From an optimization exercise on the open Yosys and OpenROAD flow, aimed at small area, a short achievable clock period and few clock cycles per item; shortcuts taken in it are not production practice.
Only simulation tests tie the RTL to the original design; equivalence was not proved.

## cnn_top
module cnn_top (
    clk,
    rst_n,
    start,
    done,
    data_bram_wen, data_bram_addr, data_bram_din,
    weight_bram_wen, weight_bram_addr, weight_bram_din,
    feature_bram_wen, feature_bram_addr, feature_bram_din,
    dense_w_bram_wen, dense_w_bram_addr, dense_w_bram_din,
    final_class_out
);
make LEC_CHECK=0 CAP_MARGIN=20 CORE_MARGIN=2 CORE_UTILIZATION=60 CTS_BUF_LIST=sky130_fd_sc_hd__clkbuf_8 CTS_CLUSTER_DIAMETER=50 CTS_CLUSTER_SIZE=20 PLACE_DENSITY=0.75 SETUP_SLACK_MARGIN=3.8 SLEW_MARGIN=20 SYNTH_HIERARCHICAL=1 finish   # period 7.0 ns
run.sh (not shown) runs the stock make flow with config.mk's settings and CLKGATE_MAP_FILE= SYNTH_SCRIPT=/design/flow/synth_recipe.tcl, a recipe that flattens the netlist after the stock synthesis.
The starting point went through all stages and came out clean.
Testbench counts at the start, summed over its fixed seeds: cycles 5,760, inferences 320.
Then changed:
CTS_CLUSTER_DIAMETER = 60   (was 50)
CTS_CLUSTER_SIZE = 16   (was 20)
- The changed run went through all stages and came out clean
- register-to-register slack is about the same
- design area drops by 0.54%
- worst hold slack gets better by 0.0064 ns
- via count barely changes
- setup slack gets worse by 0.0062 ns
- first-iteration DRC count drops by 4.0%
- die area is unchanged
Then changed:
SETUP_SLACK_MARGIN = 3.0   (was 3.8)
Result: The new run completed with no timing, DRC or antenna violations. Worst setup slack is worse by 0.34 ns. Die area stays the same. Worst hold slack barely changes. Wire length came out lower by 0.40%. Cell area drops by 0.55%. Synthesized cell count is unchanged. Clock skew hardly moves. Sequential cell count is unchanged. Cell count is about the same.
Then changed:
SETUP_SLACK_MARGIN = 3.9   (was 3.0)
Effect: The changed run passed the timing, design-rule and antenna checks; synthesized area does not change; hold slack improved by 0.0061 ns; register-to-register slack improved by 0.35 ns; setup slack improved by 0.35 ns; core utilization came out higher by 1.7 points; wire length came out higher by 2.9%; global-route usage is about the same; critical path depth came out higher by 1; die area is unchanged.

========
Setup of sierra:
Starting RTL as in the previous note.
==> flow/design.v (excerpt) <==
module cnn_top (
    clk,
    rst_n,
    start,
    done,
    data_bram_wen, data_bram_addr, data_bram_din,
    weight_bram_wen, weight_bram_addr, weight_bram_din,
    feature_bram_wen, feature_bram_addr, feature_bram_din,
    dense_w_bram_wen, dense_w_bram_addr, dense_w_bram_din,
    final_class_out
);
Settings: LEC_CHECK=0, CAP_MARGIN=20, CORE_MARGIN=2, CORE_UTILIZATION=60, CTS_BUF_LIST=sky130_fd_sc_hd__clkbuf_8, CTS_CLUSTER_DIAMETER=60, CTS_CLUSTER_SIZE=16, PLACE_DENSITY=0.75, SETUP_SLACK_MARGIN=3.4, SLEW_MARGIN=20, SYNTH_HIERARCHICAL=1; clock period 7.0 ns.
sierra finished end to end and its layout was clean on timing, DRC and antenna.
Testbench counts of sierra, summed over its fixed seeds: cycles 5,760, inferences 320.
The following lists how amber was set up differently from sierra:
==> flow/config.mk <==
export PLATFORM = sky130hd
export DESIGN_NAME = cnn_top
export DESIGN_NICKNAME = cnn_top
export VERILOG_FILES = /design/flow/design.v
export SDC_FILE = /design/flow/constraint.sdc
export NUM_CORES = 4
export LEC_CHECK = 0
export CAP_MARGIN = 20
export CORE_MARGIN = 2
export CORE_UTILIZATION = 70
export CTS_BUF_LIST = sky130_fd_sc_hd__clkbuf_8
export CTS_CLUSTER_DIAMETER = 60
export CTS_CLUSTER_SIZE = 16
export PLACE_DENSITY = 0.82
export SETUP_SLACK_MARGIN = 3.8
export SLEW_MARGIN = 20
export SYNTH_HIERARCHICAL = 1
[summary]
Changes observed in amber relative to sierra: tap cell count fell by 14%, design area stayed essentially flat. After detailed routing, sierra needs less wire than amber. amber against sierra: clock buffer count +about 2.3%, first-pass GRT wire length +2.5%. Having completed the whole flow, amber delivered a layout that passed the timing, design-rule and antenna checks. The via count reported for amber is higher than the one for sierra.

## what the ideal ports hide
The flow's constraints put no driver on any port. The routed layouts listed below were extracted and timed again, unchanged, in two steps. Step 1: set_driving_cell puts a clkbuf_16 on clk and a buf_2 on each other input, an assumption about the parent block. Step 2, shift: input delay + t, output delay - t, t = (earliest + latest rising clock arrival at the registers) / 2. This alone moves slack from input paths to output paths. Slacks: no drivers / after step 1 / after step 2; pairs: no drivers / after step 1.
run	t (ns)	setup WS [ns]	hold WS [ns]	worst register clock-pin slew, ns
the first run of note 1	0.714	3.845 / 3.845 / 3.385	0.464 / 0.464 / 0.464	0.12 / 0.12
the second run of note 1	0.728	3.839 / 3.839 / 3.395	0.470 / 0.470 / 0.470	0.11 / 0.11
the third run of note 1	0.726	3.496 / 3.496 / 3.406	0.468 / 0.468 / 0.468	0.11 / 0.11
the fourth run of note 1	0.724	3.847 / 3.847 / 3.339	0.474 / 0.474 / 0.474	0.11 / 0.11
sierra	0.726	3.525 / 3.525 / 3.404	0.470 / 0.470 / 0.470	0.11 / 0.11
amber	0.715	3.767 / 3.767 / 3.412	0.472 / 0.472 / 0.472	0.10 / 0.10
After both steps setup and hold are still met in every run listed. For the fourth run of note 1, which loses most, drivers alone change the setup slack by 0.000 ns; drivers and shift together by -0.508 ns.
